Background: an optimization exercise with open tools, aiming at small area. Do not read the settings as production practice. Function was not checked in any run shown here: the RTL went through the layout flow alone.

## flow/design.v (module list and top-level ports; edited modules follow where they fit)
// module tv80_reg: 67 lines
// module tv80_alu: 161 lines
// module tv80_mcode: 2184 lines
// module tv80_core: 1137 lines
// module tv80s: 111 lines
module tv80s
#(
    parameter Mode    = 0,   
    parameter T2Write = 1,   
    parameter IOWait  = 1    
)
(
    input         reset_n, 
    input         clk, 
    input         cen,       
    input         wait_n, 
    input         int_n, 
    input         nmi_n, 
    input         busrq_n, 
    output        busak_n, 
    output        m1_n, 
    output        mreq_n, 
    output        iorq_n, 
    output        rd_n, 
    output        wr_n, 
    output        rfsh_n, 
    output        halt_n, 
    output [15:0] A, 
    input  [7:0]  di,
    output [7:0]  dout
);
  // ...
==> flow/run.sh <==
#!/bin/bash
# synth_recipe.tcl (not shown) runs the flow's synth.tcl, then flattens the netlist and writes it again
# the make line also repeats each setting of config.mk as NAME=value (left out here)
make -C /OpenROAD-flow-scripts/flow DESIGN_CONFIG=/design/flow/config.mk WORK_HOME=/design/flow/orfs CLKGATE_MAP_FILE= SYNTH_SCRIPT=/design/flow/synth_recipe.tcl finish
==> flow/config.mk <==
export PLATFORM = sky130hd
export DESIGN_NAME = tv80s
export DESIGN_NICKNAME = tv80s
export VERILOG_FILES = /design/flow/design.v
export SDC_FILE = /design/flow/constraint.sdc
export NUM_CORES = 8
export LEC_CHECK = 0
export CAP_MARGIN = 20
export CORE_MARGIN = 2
export CORE_UTILIZATION = 40
export SLEW_MARGIN = 20
==> flow/constraint.sdc <==
create_clock -name core_clock -period 10.0 [get_ports {clk}]
set_input_delay 2.0000 -clock core_clock [delete_from_list [all_inputs] [get_ports {clk}]]
set_output_delay 2.0000 -clock core_clock [all_outputs]
set_load 0.01 [all_outputs]
==> flow_summary.json, run 1 <==
{
  "status": "complete, no violations",
  "hp-class": "reg2reg",
  "multi_input_area_share_pct": 60.3,
  "final_cells": 5308,
  "grt_use_met1_pct": 62.7,
  "bufAreaShareNonClock_pct": 5.05,
  "grtUsageTotal_pct": 45.2,
  "final_cell_area_um2": 36600,
  "pre_cts_slack_ns": 2.13,
  "first_iter_violations": 6440,
  "r2r_slack_ns": 1.79,
  "initial_utilization_pct": 40.5,
  "fillers": 8308,
  "cts_tree": "done",
  "max_freq_mhz": 122,
  "ys_seq_area_share_pct": 28.4,
  "worst_setup_path_end_kind": "flop",
  "critPathLaunchType": "flop",
  "synth.most_common_cell": "nand2_1",
  "met1_length_mm": 81.5,
  "critPathBufInv": 1,
  "nNonClkBuffers": 223,
  "std_cell_rows": 105,
  "top_usage_layer": "met1",
  "post_drt_wl_per_cell_um": 37.7,
  "yosysWarnings": 7,
  "multi_input_area_um2": 22000
}
==> module tv80_core, before the edit <==
module tv80_core ( 
  m1_n, iorq, no_read, write, rfsh_n, halt_n, busak_n, A, dout, mc,
  ts, intcycle_n, IntE, stop,
  reset_n, clk, cen, wait_n, int_n, nmi_n, busrq_n, dinst, di
  );
  parameter Mode = 1;    
  parameter IOWait = 1;  
  parameter Flag_C = 0;
  parameter Flag_N = 1;
  parameter Flag_P = 2;
  parameter Flag_X = 3;
  parameter Flag_H = 4;
  parameter Flag_Y = 5;
  parameter Flag_Z = 6;
  parameter Flag_S = 7;
  input     reset_n;            
  input     clk;                
  input     cen;                
  input     wait_n;             
  input     int_n;              
  input     nmi_n;              
  input     busrq_n;            
  output    m1_n;               
  output    iorq;               
  output    no_read;            
  output    write;              
  output    rfsh_n;             
  output    halt_n;             
  output    busak_n;            
  output [15:0] A; 
  input [7:0]   dinst;  
  input [7:0]   di;     
  output [7:0]  dout;     
  output [6:0]  mc;     
  output [6:0]  ts;     
  output        intcycle_n;     
  output        IntE;           
  output        stop;           
  reg    m1_n;          
  reg    iorq; 
  reg    halt_n;                
  reg    busak_n;               
  reg [15:0] A; 
  reg [7:0]  dout;        
  reg [6:0]  mc;        
  reg [6:0]  ts;        
  reg   intcycle_n;     
  reg   IntE;           
  reg   stop;           
  parameter     aNone    = 3'b111;
  parameter     aBC      = 3'b000;
  parameter     aDE      = 3'b001;
  parameter     aXY      = 3'b010;
  parameter     aIOA     = 3'b100;
  parameter     aSP      = 3'b101;
  parameter     aZI      = 3'b110;
  reg [7:0]     ACC, F;
  reg [7:0]     Ap, Fp;
  reg [7:0]     I;
  reg [15:0]    SP, PC;
  reg [7:0]     RegDIH;
  reg [7:0]     RegDIL;
  wire [15:0]   RegBusA;
  wire [15:0]   RegBusB;
  wire [15:0]   RegBusC;
  reg [2:0]     RegAddrA_r;
  reg [2:0]     RegAddrA;
  reg [2:0]     RegAddrB_r;
  reg [2:0]     RegAddrB;
  reg [2:0]     RegAddrC;
  reg           RegWEH;
  reg           RegWEL;
  reg           Alternate;
  reg [15:0]    TmpAddr;         
  reg [7:0]     IR;              
  reg [1:0]     ISet;            
  reg [1:0]     DHswap;          
  reg [15:0]    ID16;
  reg [7:0]     Save_Mux;
  reg [6:0]     tstate;
  reg [6:0]     mcycle;
  reg           last_mcycle, last_tstate;
  reg           IntE_FF1;
  reg           IntE_FF2;
  reg           Halt_FF;
  reg           BusReq_s;
  reg           BusAck;
  reg           ClkEn;
  reg           NMI_s;
  reg           INT_s;
  reg [1:0]     IStatus;
  reg [7:0]     DI_Reg;
  reg           T_Res;
  reg [1:0]     XY_State;
  reg [2:0]     Pre_XY_F_M;
  reg           NextIs_XY_Fetch;
  reg           XY_Ind;
  reg           No_BTR;
  reg           BTR_r;
  reg           Auto_Wait;
  reg           Auto_Wait_t1;
  reg           Auto_Wait_t2;
  reg           IncDecZ;
  reg [7:0]     BusB;
  reg [7:0]     BusA;
  wire [7:0]    ALU_Q;
  wire [7:0]    F_Out;
  reg [4:0]     Read_To_Reg_r;
  reg           Arith16_r;
  reg           Z16_r;
  reg [3:0]     ALU_Op_r;
  reg           Save_ALU_r;
  reg           PreserveC_r;
  reg [2:0]     mcycles;
  wire [2:0]    mcycles_d;
  wire [2:0]    tstates;
  reg           IntCycle;
  reg           NMICycle;
  wire          Inc_PC;
  wire          Inc_WZ;
  wire [3:0]    IncDec_16;
  wire [1:0]    Prefix;
  wire          Read_To_Acc;
  wire          Read_To_Reg;
  wire [3:0]     Set_BusB_To;
  wire [3:0]     Set_BusA_To;
  wire [3:0]     ALU_Op;
  wire           Save_ALU;
  wire           PreserveC;
  wire           Arith16;
  wire [2:0]     Set_Addr_To;
  wire           Jump;
  wire           JumpE;
  wire           JumpXY;
  wire           Call;
  wire           RstP;
  wire           LDZ;
  wire           LDW;
  wire           LDSPHL;
  wire           iorq_i;
  wire [2:0]     Special_LD;
  wire           ExchangeDH;
  wire           ExchangeRp;
  wire           ExchangeAF;
  wire           ExchangeRS;
  wire           I_DJNZ;
  wire           I_CPL;
  wire           I_CCF;
  wire           I_SCF;
  wire           I_RETN;
  wire           I_BT;
  wire           I_BC;
  wire           I_BTR;
  wire           I_RLD;
  wire           I_RRD;
  wire           I_INRC;
  wire           SetDI;
  wire           SetEI;
  wire [1:0]     IMode;
  wire           Halt;
  reg [15:0]     PC16;
  reg [15:0]     PC16_B;
  reg [15:0]     SP16, SP16_A, SP16_B;
  reg [15:0]     ID16_B;
  reg            Oldnmi_n;
  tv80_mcode #(Mode, Flag_C, Flag_N, Flag_P, Flag_X, Flag_H, Flag_Y, Flag_Z, Flag_S) i_mcode
    (
     .IR                   (IR),
     .ISet                 (ISet),
     .MCycle               (mcycle),
     .F                    (F),
     .NMICycle             (NMICycle),
     .IntCycle             (IntCycle),
     .MCycles              (mcycles_d),
     .TStates              (tstates),
     .Prefix               (Prefix),
     .Inc_PC               (Inc_PC),
     .Inc_WZ               (Inc_WZ),
     .IncDec_16            (IncDec_16),
     .Read_To_Acc          (Read_To_Acc),
     .Read_To_Reg          (Read_To_Reg),
     .Set_BusB_To          (Set_BusB_To),
     .Set_BusA_To          (Set_BusA_To),
     .ALU_Op               (ALU_Op),
     .Save_ALU             (Save_ALU),
     .PreserveC            (PreserveC),
     .Arith16              (Arith16),
     .Set_Addr_To          (Set_Addr_To),
     .IORQ                 (iorq_i),
     .Jump                 (Jump),
     .JumpE                (JumpE),
     .JumpXY               (JumpXY),
     .Call                 (Call),
     .RstP                 (RstP),
     .LDZ                  (LDZ),
     .LDW                  (LDW),
     .LDSPHL               (LDSPHL),
     .Special_LD           (Special_LD),
     .ExchangeDH           (ExchangeDH),
     .ExchangeRp           (ExchangeRp),
     .ExchangeAF           (ExchangeAF),
     .ExchangeRS           (ExchangeRS),
     .I_DJNZ               (I_DJNZ),
     .I_CPL                (I_CPL),
     .I_CCF                (I_CCF),
     .I_SCF                (I_SCF),
     .I_RETN               (I_RETN),
     .I_BT                 (I_BT),
     .I_BC                 (I_BC),
     .I_BTR                (I_BTR),
     .I_RLD                (I_RLD),
     .I_RRD                (I_RRD),
     .I_INRC               (I_INRC),
     .SetDI                (SetDI),
     .SetEI                (SetEI),
     .IMode                (IMode),
     .Halt                 (Halt),
     .NoRead               (no_read),
     .Write                (write)
     );
  tv80_alu #(Mode, Flag_C, Flag_N, Flag_P, Flag_X, Flag_H, Flag_Y, Flag_Z, Flag_S) i_alu
    (
     .Arith16              (Arith16_r),
     .Z16                  (Z16_r),
     .ALU_Op               (ALU_Op_r),
     .IR                   (IR[5:0]),
     .ISet                 (ISet),
     .BusA                 (BusA),
     .BusB                 (BusB),
     .F_In                 (F),
     .Q                    (ALU_Q),
     .F_Out                (F_Out)
     );
  function [6:0] number_to_bitvec;
    input [2:0] num;
    begin
      case (num)
        1 : number_to_bitvec = 7'b0000001;
        2 : number_to_bitvec = 7'b0000010;
        3 : number_to_bitvec = 7'b0000100;
        4 : number_to_bitvec = 7'b0001000;
        5 : number_to_bitvec = 7'b0010000;
        6 : number_to_bitvec = 7'b0100000;
        7 : number_to_bitvec = 7'b1000000;
        default : number_to_bitvec = 7'bx;
      endcase  
    end
  endfunction  
  function [2:0] mcyc_to_number;
    input [6:0] mcyc;
    begin
      casez (mcyc)
        7'b1zzzzzz : mcyc_to_number = 3'h7;
        7'b01zzzzz : mcyc_to_number = 3'h6;
        7'b001zzzz : mcyc_to_number = 3'h5;
        7'b0001zzz : mcyc_to_number = 3'h4;
        7'b00001zz : mcyc_to_number = 3'h3;
        7'b000001z : mcyc_to_number = 3'h2;
        7'b0000001 : mcyc_to_number = 3'h1;
        default : mcyc_to_number = 3'h1;
      endcase
    end
  endfunction
  always @*
    begin
      case (mcycles)
        1 : last_mcycle = mcycle[0];
        2 : last_mcycle = mcycle[1];
        3 : last_mcycle = mcycle[2];
        4 : last_mcycle = mcycle[3];
        5 : last_mcycle = mcycle[4];
        6 : last_mcycle = mcycle[5];
        7 : last_mcycle = mcycle[6];
        default : last_mcycle = 1'bx;
      endcase  
      case (tstates)
        0 : last_tstate = tstate[0];
        1 : last_tstate = tstate[1];
        2 : last_tstate = tstate[2];
        3 : last_tstate = tstate[3];
        4 : last_tstate = tstate[4];
        5 : last_tstate = tstate[5];
        6 : last_tstate = tstate[6];
        default : last_tstate = 1'bx;
      endcase
    end  
  always @*
    begin
      ClkEn = cen && ~ BusAck;
      if (last_tstate)
        T_Res = 1'b1;
      else T_Res = 1'b0;
      if (XY_State != 2'b00 && XY_Ind == 1'b0 &&
          ((Set_Addr_To == aXY) ||
           (mcycle[0] && IR == 8'b11001011) ||
           (mcycle[0] && IR == 8'b00110110)))
        NextIs_XY_Fetch = 1'b1;
      else 
        NextIs_XY_Fetch = 1'b0;
      if (ExchangeRp)
        Save_Mux = BusB;
      else if (!Save_ALU_r)
        Save_Mux = DI_Reg;
      else
        Save_Mux = ALU_Q;
    end  
  always @ (posedge clk or negedge reset_n)
    begin
      if (reset_n == 1'b0 ) 
        begin
          PC <= 0;   
          A <= 0;
          TmpAddr <= 0;
          IR <= 8'b00000000;
          ISet <= 2'b00;
          XY_State <= 2'b00;
          IStatus <= 2'b00;
          mcycles <= 3'b000;
          dout <= 8'b00000000;
          ACC <= 8'hFF;
          F <= 8'hFF;
          Ap <= 8'hFF;
          Fp <= 8'hFF;
          I <= 0;
          SP <= 16'hFFFF;
          Alternate <= 1'b0;
          Read_To_Reg_r <= 5'b00000;
          Arith16_r <= 1'b0;
          BTR_r <= 1'b0;
          Z16_r <= 1'b0;
          ALU_Op_r <= 4'b0000;
          Save_ALU_r <= 1'b0;
          PreserveC_r <= 1'b0;
          XY_Ind <= 1'b0;
        end 
      else 
        begin
          if (ClkEn == 1'b1 ) 
            begin
              ALU_Op_r <= 4'b0000;
              Save_ALU_r <= 1'b0;
              Read_To_Reg_r <= 5'b00000;
              mcycles <= mcycles_d;
              if (IMode != 2'b11 ) 
                begin
                  IStatus <= IMode;
                end
              Arith16_r <= Arith16;
              PreserveC_r <= PreserveC;
              if (ISet == 2'b10 && ALU_Op[2] == 1'b0 && ALU_Op[0] == 1'b1 && mcycle[2] ) 
                begin
                  Z16_r <= 1'b1;
                end 
              else 
                begin
                  Z16_r <= 1'b0;
                end
              if (mcycle[0] && (tstate[1] | tstate[2] | tstate[3] )) 
                begin
                  if (tstate[2] && wait_n == 1'b1 ) 
                    begin
                      if (Jump == 1'b0 && Call == 1'b0 && NMICycle == 1'b0 && IntCycle == 1'b0 && ~ (Halt_FF == 1'b1 || Halt == 1'b1) ) 
                        begin
                          PC <= PC16;
                        end
                      if (IntCycle == 1'b1 && IStatus == 2'b01 ) 
                        begin
                          IR <= 8'b11111111;
                        end 
                      else if (Halt_FF == 1'b1 || (IntCycle == 1'b1 && IStatus == 2'b10) || NMICycle == 1'b1 ) 
                        begin
                          IR <= 8'b00000000;
			  TmpAddr[7:0] <= dinst;  
                        end 
                      else 
                        begin
                          IR <= dinst;
                        end
                      ISet <= 2'b00;
                      if (Prefix != 2'b00 ) 
                        begin
                          if (Prefix == 2'b11 ) 
                            begin
                              if (IR[5] == 1'b1 ) 
                                begin
                                  XY_State <= 2'b10;
                                end 
                              else 
                                begin
                                  XY_State <= 2'b01;
                                end
                            end 
                          else 
                            begin
                              if (Prefix == 2'b10 ) 
                                begin
                                  XY_State <= 2'b00;
                                  XY_Ind <= 1'b0;
                                end
                              ISet <= Prefix;
                            end
                        end 
                      else 
                        begin
                          XY_State <= 2'b00;
                          XY_Ind <= 1'b0;
                        end
                    end  
                end 
              else 
                begin
                  if (mcycle[5] ) 
                    begin
                      XY_Ind <= 1'b1;
                      if (Prefix == 2'b01 ) 
                        begin
                          ISet <= 2'b01;
                        end
                    end
                  if (T_Res == 1'b1 ) 
                    begin
                      BTR_r <= (I_BT || I_BC || I_BTR) && ~ No_BTR;
                      if (Jump == 1'b1 ) 
                        begin
                          A[15:8] <= DI_Reg;
                          A[7:0] <= TmpAddr[7:0];
                          PC[15:8] <= DI_Reg;
                          PC[7:0] <= TmpAddr[7:0];
                        end 
                      else if (JumpXY == 1'b1 ) 
                        begin
                          A <= RegBusC;
                          PC <= RegBusC;
                        end else if (Call == 1'b1 || RstP == 1'b1 ) 
                          begin
                            A <= TmpAddr;
                            PC <= TmpAddr;
                          end 
                        else if (last_mcycle && NMICycle == 1'b1 ) 
                          begin
                            A <= 16'b0000000001100110;
                            PC <= 16'b0000000001100110;
                          end 
                        else if (mcycle[2] && IntCycle == 1'b1 && IStatus == 2'b10 ) 
                          begin
                            A[15:8] <= I;
                            A[7:0] <= TmpAddr[7:0];
                            PC[15:8] <= I;
                            PC[7:0] <= TmpAddr[7:0];
                          end 
                        else 
                          begin
                            case (Set_Addr_To)
                              aXY :
                                begin
                                  if (XY_State == 2'b00 ) 
                                    begin
                                      A <= RegBusC;
                                    end 
                                  else 
                                    begin
                                      if (NextIs_XY_Fetch == 1'b1 )
                                        begin
                                          A <= PC;
                                        end 
                                      else 
                                        begin
                                          A <= TmpAddr;
                                        end
                                    end  
                                end  
                              aIOA :
                                begin
                                  if (Mode == 3 ) 
                                    begin
                                      A[15:8] <= 8'hFF;
                                    end 
                                  else if (Mode == 2 ) 
                                    begin
                                      A[15:8] <= DI_Reg;
                                    end 
                                  else 
                                    begin
                                      A[15:8] <= ACC;
                                    end
                                  A[7:0] <= DI_Reg;
                                end  
                              aSP :
                                begin
                                  A <= SP;
                                end
                              aBC :
                                begin
                                  if (Mode == 3 && iorq_i == 1'b1 ) 
                                    begin
                                      A[15:8] <= 8'hFF;
                                      A[7:0] <= RegBusC[7:0];
                                    end 
                                  else 
                                    begin
                                      A <= RegBusC;
                                    end
                                end  
                              aDE :
                                begin
                                  A <= RegBusC;
                                end
                              aZI :
                                begin                                  
                                  if (Inc_WZ == 1'b1 ) 
                                    begin
                                      A <= TmpAddr + 1;
                                    end 
                                  else 
                                    begin
                                      A[15:8] <= DI_Reg;
                                      A[7:0] <= TmpAddr[7:0];
                                    end
                                end  
                              default   :
                                begin                                    
                                  A <= PC;
                                end
                            endcase  
                          end  
                      Save_ALU_r <= Save_ALU;
                      ALU_Op_r <= ALU_Op;
                      if (I_CPL == 1'b1 ) 
                        begin
                          ACC <= ~ ACC;
                          F[Flag_Y] <= ~ ACC[5];
                          F[Flag_H] <= 1'b1;
                          F[Flag_X] <= ~ ACC[3];
                          F[Flag_N] <= 1'b1;
                        end
                      if (I_CCF == 1'b1 ) 
                        begin
                          F[Flag_C] <= ~ F[Flag_C];
                          F[Flag_Y] <= ACC[5];
                          F[Flag_H] <= F[Flag_C];
                          F[Flag_X] <= ACC[3];
                          F[Flag_N] <= 1'b0;
                        end
                      if (I_SCF == 1'b1 ) 
                        begin
                          F[Flag_C] <= 1'b1;
                          F[Flag_Y] <= ACC[5];
                          F[Flag_H] <= 1'b0;
                          F[Flag_X] <= ACC[3];
                          F[Flag_N] <= 1'b0;
                        end
                    end  
                  if (tstate[2] && wait_n == 1'b1 ) 
                    begin
                      if (ISet == 2'b01 && mcycle[6] ) 
                        begin
                          IR <= dinst;
                        end
                      if (JumpE == 1'b1 ) 
                        begin
                          PC <= PC16;
                        end 
                      else if (Inc_PC == 1'b1 ) 
                        begin
                          PC <= PC16;
                        end
                      if (BTR_r == 1'b1 ) 
                        begin
                          PC <= PC16;
                        end
                      if (RstP == 1'b1 ) 
                        begin
                          TmpAddr <= { 10'h0, IR[5:3], 3'h0 };
                        end
                    end
                  if (tstate[3] && mcycle[5] ) 
                    begin
                      TmpAddr <= SP16;
                    end
                  if ((tstate[2] && wait_n == 1'b1) || (tstate[4] && mcycle[0]) ) 
                    begin
                      if (IncDec_16[2:0] == 3'b111 ) 
                        begin
                          SP <= SP16;
                        end
                    end
                  if (LDSPHL == 1'b1 ) 
                    begin
                      SP <= RegBusC;
                    end
                  if (ExchangeAF == 1'b1 ) 
                    begin
                      Ap <= ACC;
                      ACC <= Ap;
                      Fp <= F;
                      F <= Fp;
                    end
                  if (ExchangeRS == 1'b1 ) 
                    begin
                      Alternate <= ~ Alternate;
                    end
                end  
              if (tstate[3] ) 
                begin
                  if (LDZ == 1'b1 ) 
                    begin
                      TmpAddr[7:0] <= DI_Reg;
                    end
                  if (LDW == 1'b1 ) 
                    begin
                      TmpAddr[15:8] <= DI_Reg;
                    end
                  if (Special_LD[2] == 1'b1 ) 
                    begin
                      case (Special_LD[1:0])
                        2'b00 :
                          begin
                            ACC <= I;
                            F[Flag_P] <= IntE_FF2;
			    F[Flag_Z] <= (I == 0);
			    F[Flag_S] <= I[7];
			    F[Flag_H] <= 0;
			    F[Flag_N] <= 0; 
                          end
                        2'b01 :
                          begin
                            ACC <= 0;
                            F[Flag_P] <= IntE_FF2;
			    F[Flag_Z] <= (I == 0);
			    F[Flag_S] <= I[7];
			    F[Flag_H] <= 0;
			    F[Flag_N] <= 0; 
                          end
                        2'b10 :
                          I <= ACC;
                        default : ;
                      endcase
                    end
                end  
              if ((I_DJNZ == 1'b0 && Save_ALU_r == 1'b1) || ALU_Op_r == 4'b1001 ) 
                begin
                  if (Mode == 3 ) 
                    begin
                      F[6] <= F_Out[6];
                      F[5] <= F_Out[5];
                      F[7] <= F_Out[7];
                      if (PreserveC_r == 1'b0 ) 
                        begin
                          F[4] <= F_Out[4];
                        end
                    end 
                  else 
                    begin
                      F[7:1] <= F_Out[7:1];
                      if (PreserveC_r == 1'b0 ) 
                        begin
                          F[Flag_C] <= F_Out[0];
                        end
                    end
                end  
              if (T_Res == 1'b1 && I_INRC == 1'b1 ) 
                begin
                  F[Flag_H] <= 1'b0;
                  F[Flag_N] <= 1'b0;
                  if (DI_Reg[7:0] == 8'b00000000 ) 
                    begin
                      F[Flag_Z] <= 1'b1;
                    end 
                  else 
                    begin
                      F[Flag_Z] <= 1'b0;
                    end
                  F[Flag_S] <= DI_Reg[7];
                  F[Flag_P] <= ~ (^DI_Reg[7:0]);
                end  
              if (tstate[1] && Auto_Wait_t1 == 1'b0 ) 
                begin
                  dout <= BusB;
                  if (I_RLD == 1'b1 ) 
                    begin
                      dout[3:0] <= BusA[3:0];
                      dout[7:4] <= BusB[3:0];
                    end
                  if (I_RRD == 1'b1 ) 
                    begin
                      dout[3:0] <= BusB[7:4];
                      dout[7:4] <= BusA[3:0];
                    end
                end
              if (T_Res == 1'b1 ) 
                begin
                  Read_To_Reg_r[3:0] <= Set_BusA_To;
                  Read_To_Reg_r[4] <= Read_To_Reg;
                  if (Read_To_Acc == 1'b1 ) 
                    begin
                      Read_To_Reg_r[3:0] <= 4'b0111;
                      Read_To_Reg_r[4] <= 1'b1;
                    end
                end
              if (tstate[1] && I_BT == 1'b1 ) 
                begin
                  F[Flag_X] <= ALU_Q[3];
                  F[Flag_Y] <= ALU_Q[1];
                  F[Flag_H] <= 1'b0;
                  F[Flag_N] <= 1'b0;
                end
              if (I_BC == 1'b1 || I_BT == 1'b1 ) 
                begin
                  F[Flag_P] <= IncDecZ;
                end
              if ((tstate[1] && Save_ALU_r == 1'b0 && Auto_Wait_t1 == 1'b0) ||
                  (Save_ALU_r == 1'b1 && ALU_Op_r != 4'b0111) ) 
                begin
                  case (Read_To_Reg_r)
                    5'b10111 :
                      ACC <= Save_Mux;
                    5'b10110 :
                      dout <= Save_Mux;
                    5'b11000 :
                      SP[7:0] <= Save_Mux;
                    5'b11001 :
                      SP[15:8] <= Save_Mux;
                    5'b11011 :
                      F <= Save_Mux;
                    default : ;
                  endcase
                end  
            end  
        end  
    end
  always @ (posedge clk)
    begin
      if (ClkEn == 1'b1 ) 
        begin
          RegAddrA_r <=  { Alternate, Set_BusA_To[2:1] };
          if (XY_Ind == 1'b0 && XY_State != 2'b00 && Set_BusA_To[2:1] == 2'b10 ) 
            begin
              RegAddrA_r <= { XY_State[1],  2'b11 };
            end
          RegAddrB_r <= { Alternate, Set_BusB_To[2:1] };
          if (XY_Ind == 1'b0 && XY_State != 2'b00 && Set_BusB_To[2:1] == 2'b10 ) 
            begin
              RegAddrB_r <= { XY_State[1],  2'b11 };
            end
          RegAddrC <= { Alternate,  Set_Addr_To[1:0] };
          if ((JumpXY == 1'b1 || LDSPHL == 1'b1) ) 
            begin
              RegAddrC <= { Alternate, 2'b10 };
            end
          if (((JumpXY == 1'b1 || LDSPHL == 1'b1) && XY_State != 2'b00) || (mcycle[5]) ) 
            begin
              RegAddrC <= { XY_State[1],  2'b11 };
            end
          if (I_DJNZ == 1'b1 && Save_ALU_r == 1'b1 && Mode < 2 ) 
            begin
              IncDecZ <= F_Out[Flag_Z];
            end
          if ((tstate[2] || (tstate[3] && mcycle[0])) && IncDec_16[2:0] == 3'b100 ) 
            begin
              if (RegBusA == (IncDec_16[3] ? 16'h0001 : 16'hFFFF) ) 
                begin
                  IncDecZ <= 1'b0;
                end 
              else 
                begin
                  IncDecZ <= 1'b1;
                end
            end
          if (ExchangeDH == 1'b1 && tstate[4])
            DHswap[Alternate] <= ~DHswap[Alternate];
        end
    end  
  always @*
    begin
      if ((tstate[2] || (tstate[3] && mcycle[0] && IncDec_16[2] == 1'b1)) && XY_State == 2'b00)
        RegAddrA = { Alternate, IncDec_16[1:0] };
      else if ((tstate[2] || (tstate[3] && mcycle[0] && IncDec_16[2] == 1'b1)) && IncDec_16[1:0] == 2'b10)
        RegAddrA = { XY_State[1], 2'b11 };
      else if (ExchangeDH == 1'b1 && tstate[3])
        RegAddrA = { Alternate, 2'b10 };
      else if (ExchangeDH == 1'b1 && tstate[4])
        RegAddrA = { Alternate, 2'b01 };
      else
        RegAddrA = RegAddrA_r;
      if (ExchangeDH == 1'b1 && tstate[3])
        RegAddrB = { Alternate, 2'b01 };
      else
        RegAddrB = RegAddrB_r;
    end  
  always @*
    begin
      RegWEH = 1'b0;
      RegWEL = 1'b0;
      if ((tstate[1] && ~Save_ALU_r && ~Auto_Wait_t1) ||
          (Save_ALU_r && (ALU_Op_r != 4'b0111)) ) 
        begin
          case (Read_To_Reg_r)
            5'b10000 , 5'b10001 , 5'b10010 , 5'b10011 , 5'b10100 , 5'b10101 :
              begin
                RegWEH = ~ Read_To_Reg_r[0];
                RegWEL = Read_To_Reg_r[0];
              end  
            default : ;
          endcase  
        end  
      if (IncDec_16[2] && ((tstate[2] && wait_n && ~mcycle[0]) || (tstate[3] && mcycle[0])) ) 
        begin
          case (IncDec_16[1:0])
            2'b00 , 2'b01 , 2'b10 :
              begin
                RegWEH = 1'b1;
                RegWEL = 1'b1;
              end  
            default : ;
          endcase
        end
    end  
  always @*
    begin
      RegDIH = Save_Mux;
      RegDIL = Save_Mux;
      if (IncDec_16[2] == 1'b1 && ((tstate[2] && ~mcycle[0]) || (tstate[3] && mcycle[0])) ) 
        begin
          RegDIH = ID16[15:8];
          RegDIL = ID16[7:0];
        end
    end
  tv80_reg i_reg
    (
     .clk                  (clk),
     .CEN                  (ClkEn),
     .DHswap               (DHswap),
     .WEH                  (RegWEH),
     .WEL                  (RegWEL),
     .AddrA                (RegAddrA),
     .AddrB                (RegAddrB),
     .AddrC                (RegAddrC),
     .DIH                  (RegDIH),
     .DIL                  (RegDIL),
     .DOAH                 (RegBusA[15:8]),
     .DOAL                 (RegBusA[7:0]),
     .DOBH                 (RegBusB[15:8]),
     .DOBL                 (RegBusB[7:0]),
     .DOCH                 (RegBusC[15:8]),
     .DOCL                 (RegBusC[7:0])
     );
  always @ (posedge clk)
    begin
      if (ClkEn == 1'b1 ) 
        begin
          case (Set_BusB_To)
            4'b0111 :
              BusB <= ACC;
            4'b0000 , 4'b0001 , 4'b0010 , 4'b0011 , 4'b0100 , 4'b0101 :
              begin
                if (Set_BusB_To[0] == 1'b1 ) 
                  begin
                    BusB <= RegBusB[7:0];
                  end 
                else 
                  begin
                    BusB <= RegBusB[15:8];
                  end
              end
            4'b0110 :
              BusB <= DI_Reg;
            4'b1000 :
              BusB <= SP[7:0];
            4'b1001 :
              BusB <= SP[15:8];
            4'b1010 :
              BusB <= 8'b00000001;
            4'b1011 :
              BusB <= F;
            4'b1100 :
              BusB <= PC[7:0];
            4'b1101 :
              BusB <= PC[15:8];
            4'b1110 :
              BusB <= 8'b00000000;
            default :
              BusB <= 8'h0;
          endcase
          case (Set_BusA_To)
            4'b0111 :
              BusA <= ACC;
            4'b0000 , 4'b0001 , 4'b0010 , 4'b0011 , 4'b0100 , 4'b0101 :
              begin
                if (Set_BusA_To[0] == 1'b1 )
                  begin
                    BusA <= RegBusA[7:0];
                  end 
                else 
                  begin
                    BusA <= RegBusA[15:8];
                  end
              end
            4'b0110 :
              BusA <= DI_Reg;
            4'b1000 :
              BusA <= SP[7:0];
            4'b1001 :
              BusA <= SP[15:8];
            4'b1010 :
              BusA <= 8'b00000000;
            default :
              BusA <=  8'h0;
          endcase
        end
    end
  assign rfsh_n = 1'b1;
  always @*
    begin
      mc = mcycle;
      ts = tstate;
      DI_Reg = di;
      halt_n = ~ Halt_FF;
      busak_n = ~ BusAck;
      intcycle_n = ~ IntCycle;
      IntE = IntE_FF1;
      iorq = iorq_i;
      stop = I_DJNZ;
    end
  always @ (posedge clk or negedge reset_n)
    begin : sync_inputs
      if (~reset_n) 
        begin
          BusReq_s <= 1'b0;
          INT_s <= 1'b0;
          NMI_s <= 1'b0;
          Oldnmi_n <= 1'b0;
        end 
      else
        begin
          if (cen == 1'b1 ) 
            begin
              BusReq_s <= ~ busrq_n;
              INT_s <= ~ int_n;
              if (NMICycle == 1'b1 ) 
                begin
                  NMI_s <= 1'b0;
                end 
              else if (nmi_n == 1'b0 && Oldnmi_n == 1'b1 ) 
                begin
                  NMI_s <= 1'b1;
                end
              Oldnmi_n <= nmi_n;
            end
        end
    end
  always @ (posedge clk or negedge reset_n)
    begin
      if (reset_n == 1'b0 ) 
        begin
          mcycle <= 7'b0000001;
          tstate <= 7'b0000001;
          Pre_XY_F_M <= 3'b000;
          Halt_FF <= 1'b0;
          BusAck <= 1'b0;
          NMICycle <= 1'b0;
          IntCycle <= 1'b0;
          IntE_FF1 <= 1'b0;
          IntE_FF2 <= 1'b0;
          No_BTR <= 1'b0;
          Auto_Wait_t1 <= 1'b0;
          Auto_Wait_t2 <= 1'b0;
          m1_n <= 1'b1;
        end 
      else
        begin
          if (cen == 1'b1 ) 
            begin
              if (T_Res == 1'b1 ) 
                begin
                  Auto_Wait_t1 <= 1'b0;
                end 
              else 
                begin
		  Auto_Wait_t1 <= Auto_Wait || (iorq_i & ~Auto_Wait_t2);
                end
              Auto_Wait_t2 <= Auto_Wait_t1 & !T_Res;
              No_BTR <= (I_BT && (~ IR[4] || ~ F[Flag_P])) ||
                        (I_BC && (~ IR[4] || F[Flag_Z] || ~ F[Flag_P])) ||
                        (I_BTR && (~ IR[4] || F[Flag_Z]));
              if (tstate[2] ) 
                begin
                  if (SetEI == 1'b1 ) 
                    begin
                      if (!NMICycle)
                        IntE_FF1 <= 1'b1;
                      IntE_FF2 <= 1'b1;
                    end
                  if (I_RETN == 1'b1 ) 
                    begin
                      IntE_FF1 <= IntE_FF2;
                    end
                end
              if (tstate[3] ) 
                begin
                  if (SetDI == 1'b1 ) 
                    begin
                      IntE_FF1 <= 1'b0;
                      IntE_FF2 <= 1'b0;
                    end
                end
              if (IntCycle == 1'b1 || NMICycle == 1'b1 ) 
                begin
                  Halt_FF <= 1'b0;
                end
              if (mcycle[0] && tstate[2] && wait_n == 1'b1 ) 
                begin
                  m1_n <= 1'b1;
                end
              if (BusReq_s == 1'b1 && BusAck == 1'b1 ) 
                begin
                end 
              else 
                begin
                  BusAck <= 1'b0;
                  if (tstate[2] && wait_n == 1'b0 ) 
                    begin
                    end 
                  else if (T_Res == 1'b1 ) 
                    begin
                      if (Halt == 1'b1 ) 
                        begin
                          Halt_FF <= 1'b1;
                        end
                      if (BusReq_s == 1'b1 ) 
                        begin
                          BusAck <= 1'b1;
                        end 
                      else 
                        begin
                          tstate <= 7'b0000010;
                          if (NextIs_XY_Fetch == 1'b1 ) 
                            begin
                              mcycle <= 7'b0100000;
                              Pre_XY_F_M <= mcyc_to_number(mcycle);
                              if (IR == 8'b00110110 && Mode == 0 ) 
                                begin
                                  Pre_XY_F_M <= 3'b010;
                                end
                            end 
                          else if ((mcycle[6]) || (mcycle[5] && Mode == 1 && ISet != 2'b01) ) 
                            begin
                              mcycle <= number_to_bitvec(Pre_XY_F_M + 1);
                            end 
                          else if ((last_mcycle) ||
                                   No_BTR == 1'b1 ||
                                   (mcycle[1] && I_DJNZ == 1'b1 && IncDecZ == 1'b1) ) 
                            begin
                              m1_n <= 1'b0;
                              mcycle <= 7'b0000001;
                              IntCycle <= 1'b0;
                              NMICycle <= 1'b0;
                              if (NMI_s == 1'b1 && Prefix == 2'b00 ) 
                                begin
                                  NMICycle <= 1'b1;
                                  IntE_FF1 <= 1'b0;
                                end 
                              else if ((IntE_FF1 == 1'b1 && INT_s == 1'b1) && Prefix == 2'b00 && SetEI == 1'b0 ) 
                                begin
                                  IntCycle <= 1'b1;
                                  IntE_FF1 <= 1'b0;
                                  IntE_FF2 <= 1'b0;
                                end
                            end 
                          else 
                            begin
                              mcycle <= { mcycle[5:0], mcycle[6] };
                            end
                        end
                    end 
                  else 
                    begin    
                      if ( ~(Auto_Wait == 1'b1 && Auto_Wait_t2 == 1'b0) &&
                           ~(IOWait == 1 && iorq_i == 1'b1 && Auto_Wait_t1 == 1'b0) ) 
                        begin
                          tstate <= { tstate[5:0], tstate[6] };
                        end
                    end
                end
              if (tstate[0]) 
                begin
                  m1_n <= 1'b0;
                end
            end
        end
    end
  always @*
    begin
      if (JumpE == 1'b1 ) 
        begin
          PC16_B = { {8{DI_Reg[7]}}, DI_Reg };
        end 
      else if (BTR_r == 1'b1 ) 
        begin
          PC16_B = -2;
        end
      else
        begin
          PC16_B = 1;
        end
      if (tstate[3])
        begin
          SP16_A = RegBusC;
          SP16_B = { {8{DI_Reg[7]}}, DI_Reg };
        end
      else
        begin
          SP16_A = SP;
          if (IncDec_16[3] == 1'b1)
            SP16_B = -1;
          else
            SP16_B = 1;
        end
      if (IncDec_16[3])  
        ID16_B = -1;
      else
        ID16_B = 1;
      ID16 = RegBusA + ID16_B;
      PC16 = PC + PC16_B;
      SP16 = SP16_A + SP16_B;
    end  
  always @*
    begin
      Auto_Wait = 1'b0;
      if (IntCycle == 1'b1 || NMICycle == 1'b1 ) 
        begin
          if (mcycle[0] ) 
            begin
              Auto_Wait = 1'b1;
            end
        end
    end  
endmodule  
==> inputs of run 2 (changes only) <==
--- a/flow/design.v
+++ b/flow/design.v
@@ -2574,7 +2574,7 @@
   wire           Halt;
   reg [15:0]     PC16;
-  reg [15:0]     PC16_B;
-  reg [15:0]     SP16, SP16_A, SP16_B;
-  reg [15:0]     ID16_B;
+  reg [7:0]      PC16_B;
+  reg [15:0]     SP16, SP16_A;
+  reg [7:0]      SP16_B;
   reg            Oldnmi_n;
   tv80_mcode #(Mode, Flag_C, Flag_N, Flag_P, Flag_X, Flag_H, Flag_Y, Flag_Z, Flag_S) i_mcode
@@ -2646,4 +2646,35 @@
      .F_Out                (F_Out)
      );
+  function [15:0] incdec16;
+    input [15:0] a;
+    input        dec;
+    reg   [15:0] x, c;
+    integer      k;
+    begin
+      x = a ^ {16{dec}};
+      c[0] = 1'b1;
+      for (k = 1; k < 16; k = k + 1)
+        c[k] = c[k-1] & x[k-1];
+      incdec16 = a ^ c;
+    end
+  endfunction
+  function [15:0] add16s8;
+    input [15:0] a;
+    input [7:0]  b;
+    reg   [8:0]  lo;
+    reg   [7:0]  x, c;
+    reg          inc, dec;
+    integer      k;
+    begin
+      lo  = {1'b0, a[7:0]} + {1'b0, b};
+      inc = lo[8] & ~b[7];
+      dec = ~lo[8] & b[7];
+      x = a[15:8] ^ {8{dec}};
+      c[0] = inc | dec;
+      for (k = 1; k < 8; k = k + 1)
+        c[k] = c[k-1] & x[k-1];
+      add16s8 = {a[15:8] ^ c, lo[7:0]};
+    end
+  endfunction
   function [6:0] number_to_bitvec;
     input [2:0] num;
@@ -2924,5 +2955,5 @@
                                   if (Inc_WZ == 1'b1 ) 
                                     begin
-                                      A <= TmpAddr + 1;
+                                      A <= incdec16(TmpAddr, 1'b0);
                                     end 
                                   else 
@@ -3505,36 +3536,23 @@
   always @*
     begin
-      if (JumpE == 1'b1 ) 
-        begin
-          PC16_B = { {8{DI_Reg[7]}}, DI_Reg };
-        end 
-      else if (BTR_r == 1'b1 ) 
-        begin
-          PC16_B = -2;
-        end
+      if (JumpE == 1'b1)
+        PC16_B = DI_Reg;
+      else if (BTR_r == 1'b1)
+        PC16_B = 8'hFE;            
       else
-        begin
-          PC16_B = 1;
-        end
+        PC16_B = 8'h01;
       if (tstate[3])
         begin
           SP16_A = RegBusC;
-          SP16_B = { {8{DI_Reg[7]}}, DI_Reg };
+          SP16_B = DI_Reg;
         end
       else
         begin
           SP16_A = SP;
-          if (IncDec_16[3] == 1'b1)
-            SP16_B = -1;
-          else
-            SP16_B = 1;
+          SP16_B = IncDec_16[3] ? 8'hFF : 8'h01;
         end
-      if (IncDec_16[3])  
-        ID16_B = -1;
-      else
-        ID16_B = 1;
-      ID16 = RegBusA + ID16_B;
-      PC16 = PC + PC16_B;
-      SP16 = SP16_A + SP16_B;
+      ID16 = incdec16(RegBusA, IncDec_16[3]);
+      PC16 = add16s8(PC, PC16_B);
+      SP16 = add16s8(SP16_A, SP16_B);
     end  
   always @*
==> run 2 against run 1 <==
  * Hold slack got worse by 0.0057 ns
  * Die area is 3.4% lower
  * Critical path type unchanged
  * Routed wire length down 5.4%
  * Maximum frequency down 4.5%
  * Register-to-register slack worse by 0.38 ns
  * Synthesized cell count decreased by 2.1%
  * Clock-buffer cell count down 4
==> flow_summary.json, run 2 <==
{
  "final_cells": 5178,
  "syn-num-nets": 4251,
  "critPathLaunchType": "flop",
  "hp-class": "reg2reg",
  "crit_type": "reg2reg",
  "top_usage_layer": "met2",
  "synth_area_leader_cell": "edfxtp_1",
  "nNetsFinal": 4159,
  "ys_ff_latch": 344,
  "post-route-period-util_pct": 86.0,
  "cts-root-buf": "clkbuf_16",
  "die_h_um": 287,
  "die_w_um": 287,
  "drt_wl_total_mm": 189,
  "die_area_um2": 82600,
  "netlist_top_cells_count": "451 x nand2_1, 426 x nor2_1, 345 x o21ai_0, 344 x a21oi_1, 263 x clkbuf_1",
  "post_drt_wl_per_cell_um": 36.5,
  "avgSynthCellArea_um2": 7.69,
  "initial_utilization_pct": 40.5,
  "cts_tree": "done",
  "yosysWarnings": 7,
  "grtUsageTotal_pct": 44.4,
  "critPathBufInv": 4,
  "grt_use_met1_pct": 58.6,
  "reg_top3": "i_tv80_core.i_reg.RegsH x64, i_tv80_core.i_reg.RegsL x64",
  "synth_top_area_share_pct": 14.6,
  "synth.most_common_cell": "nand2_1",
  "rr_startpoint": "i_tv80_core.IR[6]",
  "first_iter_violations": 6987,
  "cpMaxStageDelayCell": "ha_1",
  "final_hold_viol_count": 0,
  "synth_area_leaders": "edfxtp_1 15%, dfrtp_1 10%, o21ai_0 5.4%",
  "ios": 47,
  "clock_latency_ns": 0.63,
  "hold_start": "i_tv80_core.Read_To_Reg_r[4]",
  "postCtsHoldBufs": 0,
  "clockBufferDepth": 3,
  "path_common_cell": "a21oi_1",
  "synth-edff-count": 156,
  "coreArea_um2": 79300,
  "cp_slowest_stage_delay_ns": 0.71,
  "std_cell_rows": 103,
  "status": "complete, no violations",
  "h-tree-depth": 2,
  "grt_pass1_wl_mm": 265,
  "netlist_instances": 4175,
  "cts_setup_buffers": 0,
  "period_needed_ns": 8.60,
  "fillers": 8045,
  "cts_sinks": 344,
  "syn_area_um2": 32100,
  "drive_above_1_share_pct": 10.8,
  "skew_ns": 0.0548,
  "ys_seq_area_share_pct": 29.4,
  "worst_setup_path_end_kind": "flop",
  "startpoint": "i_tv80_core.IR[6]",
  "rsz0062_at_grt": "false",
  "area_growth_pct": 10.3,
  "max_freq_mhz": 116,
  "final_util_pct": 44.7,
  "crit_fanout": 16,
  "grt_start_max_net_pins": 112,
  "tightest_slew_ns": 1.25,
  "cp.required_ns": 10.55,
  "max_slew_margin_pct": 16.1,
  "worstPathArrival_ns": 9.15,
  "antenna_left": 0,
  "grt_use_met2_pct": 62.5,
  "fin_tns_setup_ns": 0,
  "synth_ff_type": "edfxtp_1",
  "path_delay_family": "simple AND/OR/NAND/NOR gates",
  "place_hpwl_mm": 143,
  "place_inst": 5089,
  "grtUsageMet3_pct": 17.3,
  "dr.pass1.iters": 8,
  "max_cap_viol_count": 0,
  "async_flop_share_pct": 54.7,
  "final_common_cell": "nand2_1",
  "io_buffers": 45,
  "postCtsResizedCells": 0,
  "grt_pass1_vias": 34500,
  "vias": 38000,
  "clk_pin_slew_ns": 0.07,
  "via_per_inst": 7.33,
  "setup_viol": 0,
  "cts_buffers": 42,
  "place.gp.congestion": 1.11,
  "antenna_found_initial": 16,
  "mostFrequentLayoutCells": "450 x nand2_1, 422 x nor2_1, 341 x a21oi_1, 341 x o21ai_0, 175 x buf_4",
  "drv_slew": 0,
  "synthDistinctLibCells": 119,
  "drcViolationCount": 0,
  "overflow": 0
}
run 2: cell types whose count changed after synthesis, sizes merged, moves of 19 or more:
| cell | before | now |
|---|---|---|
| nor3 | 131 | 108 |
| o311ai | 6 | 30 |
| o22ai | 71 | 90 |
| nand2 | 505 | 452 |
| clkbuf | 243 | 264 |
| a22oi | 64 | 87 |
| o21ai | 337 | 366 |
| a222oi | 40 | 11 |
| a21oi | 394 | 347 |
run 2: cell families (layout without fill, tap and decap cells):
logic type,Yosys count,after routing,share of synthesized area [%]
xor+xnor,72,72,1.96
mux,169,169,5.51
buf+inv,474,415,6.11
flops,344,344,29.4
compound gates,1545,1545,32.1
fa+ha+maj,62,62,2.50
simple gates,1508,1508,22.4
other cells,1,13,0.0117
run 2: path summary, 6_finish.rpt:
path | to | slack, ns | cells after the start
max in group asynchronous | i_tv80_core.dout[5] | 7.32 | 2
min in group asynchronous | i_tv80_core.IntCycle | 1.41 | 1
worst min register to register | i_tv80_core.Read_To_Reg_r[4] | 0.48 | 2
worst min-delay path | i_tv80_core.Read_To_Reg_r[4] | 0.48 | 2
worst max register to register | i_tv80_core.SP[14] | 1.40 | 32
worst max-delay path | i_tv80_core.SP[14] | 1.40 | 32
run 2: layer usage:
layer  vias up  share of wire, %
met3       687                15
met2      3155                40
met4        12               6.2
met5         -             0.070
met1     18400                39
li1      15700                 -
run 2: final cells by class:
type                            instances  area [um^2]  area share [%]
Clock inverter                         23          317           0.894
Clock buffer                           54         1120            3.15
Tap cell                             1050         1310            3.71
Antenna cell                           12         30.0          0.0848
Sequential cell                       344         9470            26.7
Multi-Input combinational cell       3357        20900            59.1
Timing Repair Buffer                  222         1810            5.10
Inverter                              116          437            1.23
run 2: worst register-to-register path: cells and delay by family, from the launching register on:
family                     cells  cell delay, ns
buffers and inverters          4            0.56
and+or+nand+nor               10            3.42
adders and majority gates      3            1.16
DFF                            1            0.57
AOI/OAI and AO/OA             14            2.62
xor gates and xnor gates       1            0.23
run 2: per-stage QoR:
stage               cell area, um^2  setup slack [ns]  hold WS (ns)
floorplan                     32100              2.78         0.438
global placement              33900              1.92         0.458
detailed placement            33900              1.73         0.463
CTS                           35400              1.71         0.479
global route                  35400             0.992         0.505
finish                        35400              1.40         0.476
==> inputs of run 3 (changes only) <==
--- a/flow/config.mk
+++ b/flow/config.mk
@@ -9,3 +9,4 @@
 export CORE_MARGIN = 2
 export CORE_UTILIZATION = 40
+export GPL_TIMING_DRIVEN = 0
 export SLEW_MARGIN = 20
==> run 3 against run 2 <==
  * Now fails the layout checks on setup timing
  * Final area is 1.8% higher
  * Global-route usage is 5.6 points higher
  * Routed wire length is 14% higher
  * Die area stayed put
  * Via count is 7.1% higher
  * Largest cell class unchanged
==> flow_summary.json, run 3 <==
{
  "status": "finished with violations",
  "failed_checks": "setup timing",
  "place_hpwl_mm": 168,
  "avgSynthCellArea_um2": 7.69,
  "grt_pass1_wl_mm": 291,
  "io_buffers": 45,
  "syn-num-nets": 4251,
  "fin_ws_ns": -0.00154,
  "area_growth_pct": 12.2,
  "antenna_found_initial": 18,
  "die_h_um": 287,
  "async_flop_share_pct": 54.7,
  "drive_above_1_share_pct": 9.12,
  "yosysWarnings": 7,
  "cpMaxStageDelayCell": "buf_1",
  "synth_top_area_share_pct": 14.6,
  "post_drt_wl_per_cell_um": 39.8,
  "via_per_inst": 7.53,
  "place_inst": 5296,
  "ys_seq_area_share_pct": 29.4,
  "coreArea_um2": 79300,
  "die_area_um2": 82600,
  "grt_start_max_net_pins": 97,
  "final_util_pct": 45.5,
  "netlist_instances": 4175,
  "synth_area_leader_cell": "edfxtp_1",
  "drt_wl_total_mm": 215,
  "netlist_top_cells_count": "451 x nand2_1, 426 x nor2_1, 345 x o21ai_0, 344 x a21oi_1, 263 x clkbuf_1",
  "setup_viol": 1,
  "tightest_slew_ns": 1.37,
  "first_iter_violations": 7675,
  "ios": 47,
  "synth-edff-count": 156,
  "cp.required_ns": 10.54,
  "h-tree-depth": 2,
  "overflow": 0,
  "skew_ns": 0.0485,
  "mostFrequentLayoutCells": "450 x nand2_1, 419 x nor2_1, 340 x a21oi_1, 337 x o21ai_0, 261 x clkbuf_1",
  "final_hold_viol_count": 0,
  "final_cells": 5395,
  "post-route-period-util_pct": 100,
  "cp_slowest_stage_delay_ns": 0.67,
  "place.gp.congestion": 1.12,
  "pre_cts_slack_ns": -0.806,
  "std_cell_rows": 103,
  "synth_area_leaders": "edfxtp_1 15%, dfrtp_1 10%, o21ai_0 5.4%",
  "cts_tree": "done",
  "postCtsHoldBufs": 0,
  "ys_ff_latch": 344,
  "final_cell_area_um2": 36100,
  "nNetsFinal": 4373,
  "cts_sinks": 344,
  "drv_slew": 0,
  "critPathLaunchType": "flop",
  "max_slew_margin_pct": 8.12,
  "hp-class": "reg2reg",
  "initial_utilization_pct": 40.5,
  "synth.most_common_cell": "nand2_1",
  "reg_top3": "i_tv80_core.i_reg.RegsH x64, i_tv80_core.i_reg.RegsL x64",
  "crit_fanout": 10,
  "placed_cell_area_um2": 34400,
  "drcViolationCount": 0,
  "die_w_um": 287,
  "hold_ws_ns": 0.472,
  "grtUsageTotal_pct": 50.0,
  "worstPathArrival_ns": 10.55,
  "syn_area_um2": 32100,
  "final_common_cell": "nand2_1",
  "synthDistinctLibCells": 119,
  "crit_type": "reg2reg",
  "worst_setup_path_end_kind": "flop",
  "clockBufferDepth": 3,
  "max_freq_mhz": 100,
  "clock_latency_ns": 0.63,
  "antenna_left": 0,
  "grt_pass1_vias": 36200,
  "max_cap_viol_count": 0,
  "rsz0062_at_grt": "false",
  "cts_buffers": 43,
  "vias": 40600,
  "synth_ff_type": "edfxtp_1",
  "cts-root-buf": "clkbuf_16",
  "clk_pin_slew_ns": 0.08,
  "dr.pass1.iters": 12,
  "fin_tns_setup_ns": -0.00154,
  "period_needed_ns": 10.00
}
[run 3: logic make-up (layout without fill, tap and decap cells)]
group                      count (synthesis)  after routing  share of synthesized area [%]
AOI/OAI and AO/OA                       1545           1545                           32.1
DFF                                      344            344                           29.4
and+or+nand+nor                         1508           1508                           22.4
buffers and inverters                    474            631                           6.11
adders and majority gates                 62             62                           2.50
muxes                                    169            169                           5.51
other                                      1             14                         0.0117
xor gates and xnor gates                  72             72                           1.96
[run 3: cell type report]
type                       instances  area (um^2)
clock inverter                    28          303
buffer                           358         1540
tap                             1050         1310
timing repair buffer              77          762
fill                            8060        43200
antenna                           13         32.5
multi-input combinational       3357        21100
sequential                       344         9460
inverter                         116          439
clock buffer                      52         1130
[run 3: final timing paths]
path                                    start              endpoint  slack, ns  depth (start not counted)
hold reg to reg            i_tv80_core.No_BTR     i_tv80_core.BTR_r       0.47                          1
min in group asynchronous             reset_n  i_tv80_core.IntE_FF2       1.18                          1
max in group asynchronous             reset_n     i_tv80_core.Fp[7]       7.53                          3
hold / removal             i_tv80_core.No_BTR     i_tv80_core.BTR_r       0.47                          1
setup reg to reg            i_tv80_core.IR[4]    i_tv80_core.PC[15]     -0.002                         34
setup / recovery            i_tv80_core.IR[4]    i_tv80_core.PC[15]     -0.002                         34
[run 3: worst max-delay path, delay by kind of cell (launching register included)]
family / cells / cell delay, ns
buffers and inverters: 9 / 3.32
and+or+nand+nor: 11 / 2.98
AOI/OAI and AO/OA: 10 / 2.04
adders and majority gates: 3 / 0.84
DFF: 1 / 0.56
xor gates and xnor gates: 1 / 0.22
[run 3: repair_timing]
action                                  4_1_cts  5_1_grt
endpoints found under the setup margin        8       13
buffers inserted                              0        4
gates resized for setup                       6       23
pin swaps                                     0        1
[run 3: routing by layer]
metal	up-vias	routed length (um)	global-route usage, %
met3	793	37900	24.3
met2	3959	79600	65.8
met5	-	482	1.40
met1	19700	83800	67.7
li1	16100	-	-
met4	24	12900	22.5
==> inputs of run 4 (changes only) <==
--- a/flow/config.mk
+++ b/flow/config.mk
@@ -9,4 +9,4 @@
 export CORE_MARGIN = 2
 export CORE_UTILIZATION = 40
-export GPL_TIMING_DRIVEN = 0
+export CTS_BUF_LIST = sky130_fd_sc_hd__clkbuf_4 sky130_fd_sc_hd__clkbuf_8
 export SLEW_MARGIN = 20
==> run 4 against run 3 <==
  * The run now finishes clean
  * Critical endpoint is now i_tv80_core.SP[14]
  * Hold slack gained 0.0061 ns
  * Routed wire length shrank 12%
  * Via count shrank 5.9%
  * Final area shrank 1.8%
  * Largest cell class unchanged
  * Register-to-register slack gained 1.4 ns
  * Clock-buffer cell count grew 39
  * Non-clock buffer count shrank 213
  * Maximum frequency grew 16%
  * Core utilization shrank 0.82 points
  * Clock skew grew 0.012 ns
  * First-iteration DRC count shrank 10%
==> flow_summary.json, run 4 <==
{
  "synth_top_family_by_area": "compound AO/OA/AOI/OAI gates",
  "postCtsHoldBufs": 0,
  "hold_start": "iorq_n_reg",
  "drive_above_1_share_pct": 12.0,
  "coreArea_um2": 79300,
  "crit_fanout": 16,
  "netlist_instances": 4175,
  "place_inst": 5089,
  "die_area_um2": 82600,
  "synth_area_leader_cell": "edfxtp_1",
  "rr_startpoint": "i_tv80_core.IR[6]",
  "post_drt_wl_per_cell_um": 36.3,
  "yosysWarnings": 7,
  "crit_type": "reg2reg",
  "cts_tree": "done",
  "synth_adder_area_share_pct": 2.50,
  "synth_top_area_share_pct": 14.6,
  "cts_setup_buffers": 0,
  "hold_path_end": "iorq_n_reg",
  "synthMuxAreaShare_pct": 5.51,
  "max_cap_viol_count": 0,
  "drcViolationCount": 0,
  "grt_pass1_vias": 34800,
  "hp-class": "reg2reg",
  "place.gp.congestion": 1.11,
  "critPathLaunchType": "flop",
  "ys_ff_latch": 344,
  "synth.most_common_cell": "nand2_1",
  "critPathBufInv": 4,
  "synth_ff_type": "edfxtp_1",
  "worst_setup_path_end_kind": "flop",
  "synth-compound-area-share_pct": 32.1,
  "clockBufferDepth": 3,
  "period_needed_ns": 8.60,
  "area_growth_pct": 10.2,
  "die_h_um": 287,
  "worstPathArrival_ns": 9.23,
  "overflow": 0,
  "async_flop_share_pct": 54.7,
  "grtUsageTotal_pct": 44.6,
  "drt_wl_total_mm": 190,
  "path_common_cell": "a21oi_1",
  "synthDistinctLibCells": 119,
  "final_cells": 5227,
  "syn_area_um2": 32100,
  "post-route-period-util_pct": 86.0,
  "max_freq_mhz": 116,
  "clock_latency_ns": 0.72,
  "cp.required_ns": 10.63,
  "grtUsageMet3_pct": 17.0,
  "ys_seq_area_share_pct": 29.4,
  "netlist_top_cells_count": "451 x nand2_1, 426 x nor2_1, 345 x o21ai_0, 344 x a21oi_1, 263 x clkbuf_1",
  "die_w_um": 287,
  "grt_pass1_wl_mm": 265,
  "top_usage_layer": "met2",
  "skew_ns": 0.0609,
  "status": "complete, no violations",
  "setup_viol": 0,
  "placed_cell_area_um2": 33900,
  "r2r_cells": 32,
  "initial_utilization_pct": 40.5,
  "whs_path_depth": 2,
  "avgSynthCellArea_um2": 7.69,
  "rsz0062_at_grt": "false",
  "cts_sinks": 344,
  "h-tree-depth": 3,
  "cpMaxStageDelayCell": "ha_1",
  "hold_ws_ns": 0.478,
  "vias": 38300,
  "syn-num-nets": 4251,
  "yosys.area_share.xor_xnor_pct": 1.96,
  "fin_tns_setup_ns": 0,
  "tightest_slew_ns": 1.27,
  "drv_slew": 0,
  "synth_area_leaders": "edfxtp_1 15%, dfrtp_1 10%, o21ai_0 5.4%",
  "synth-simple-area-share_pct": 22.4,
  "final_common_cell": "nand2_1",
  "path_delay_family": "simple AND/OR/NAND/NOR gates",
  "r2r_slack_ns": 1.40,
  "grt_use_met1_pct": 59.0,
  "grt_start_max_net_pins": 112,
  "std_cell_rows": 103,
  "synth-edff-count": 156,
  "final_hold_viol_count": 0,
  "final_cell_area_um2": 35400,
  "first_iter_violations": 6894,
  "clk_pin_slew_ns": 0.07,
  "via_per_inst": 7.32,
  "r2r_end": "i_tv80_core.SP[14]",
  "max_slew_margin_pct": 15.3,
  "reg_top3": "i_tv80_core.i_reg.RegsH x64, i_tv80_core.i_reg.RegsL x64",
  "mostFrequentLayoutCells": "450 x nand2_1, 422 x nor2_1, 342 x o21ai_0, 341 x a21oi_1, 175 x buf_4",
  "grt_use_met2_pct": 62.8,
  "place_hpwl_mm": 143,
  "antenna_found_initial": 15,
  "cts-root-buf": "clkbuf_8",
  "postCtsResizedCells": 0,
  "cts_buffers": 69,
  "io_buffers": 45,
  "nNetsFinal": 4186,
  "cp_slowest_stage_delay_ns": 0.70,
  "ios": 47,
  "antenna_left": 0,
  "dr.pass1.iters": 9
}
## run 4: final cells by class
type / instances / area [um^2]
antenna: 13 / 32.5
inverter: 116 / 437
clock buffer: 91 / 1130
clock inverter: 34 / 282
fill: 8097 / 43900
multi-input combinational: 3357 / 20900
tap: 1050 / 1310
sequential: 344 / 9470
timing repair buffer: 222 / 1810
## run 4: kinds of logic (layout without fill, tap and decap cells)
| logic type | count (synthesis) | in the layout |
|---|---|---|
| buffers and inverters | 474 | 463 |
| DFF | 344 | 344 |
| xor gates and xnor gates | 72 | 72 |
| AOI/OAI and AO/OA | 1545 | 1545 |
| muxes | 169 | 169 |
| and+or+nand+nor | 1508 | 1508 |
| other | 1 | 14 |
| adders and majority gates | 62 | 62 |
## run 4: routing by layer
metal	vias to the layer above	wire, um
li1	15800	-
met1	18600	74200
met2	3212	75700
met3	710	27700
met4	10	12100
met5	-	62
## run 4: tightest hold or removal path: stages, from the launching register on
cell	delay [ns]
dfstp_2	0.37
inv_1	0.04
o21ai_0	0.07
## run 4: worst max-delay path by stage
stage          slack (ns)                  to         startpoint  cells after the start
3_5_place_dp         1.73  i_tv80_core.SP[14]  i_tv80_core.IR[6]                     32
3_3_place_gp         1.92  i_tv80_core.SP[14]  i_tv80_core.IR[6]                     32
4_1_cts              1.67  i_tv80_core.SP[14]  i_tv80_core.IR[6]                     32
6_report             1.40  i_tv80_core.SP[14]  i_tv80_core.IR[6]                     32
5_1_grt              0.97  i_tv80_core.SP[14]  i_tv80_core.IR[6]                     32
2_1_floorplan        2.78  i_tv80_core.SP[14]  i_tv80_core.IR[3]                     37
## run 4: metrics by stage
step,worst slack [ns],util [%]
floorplan,2.78,-
global placement,1.92,42.8
detailed placement,1.73,42.8
CTS,1.67,44.6
global route,0.972,44.6
finish,1.40,44.7

-- what the ideal ports hide --
How much do the figures lean on ideal ports? The routed layouts below were timed once more, with nothing changed but the port constraints. Step 1, drivers: a clkbuf_16 drives clk and a buf_2 each remaining input, both assumed. Step 2 adds t to the input delays and takes it off the output delays; t is the mean of the earliest and latest rising clock arrival at the registers after step 1. Input paths then give back, and output paths get back, about the clock's delay inside the block. Three values: ideal, step 1, step 2; two values: the first two.
run	t, ns	setup WS [ns]	worst data-port slew with drivers (ns)	pins driven straight from the clock port
run 1	0.681	1.785 / 1.785 / 1.785	0.10	1
run 2	0.673	1.401 / 1.401 / 1.401	0.05	1
run 3	0.682	-0.002 / -0.002 / -0.002	0.08	1
run 4	0.760	1.400 / 1.400 / 1.400	0.06	1
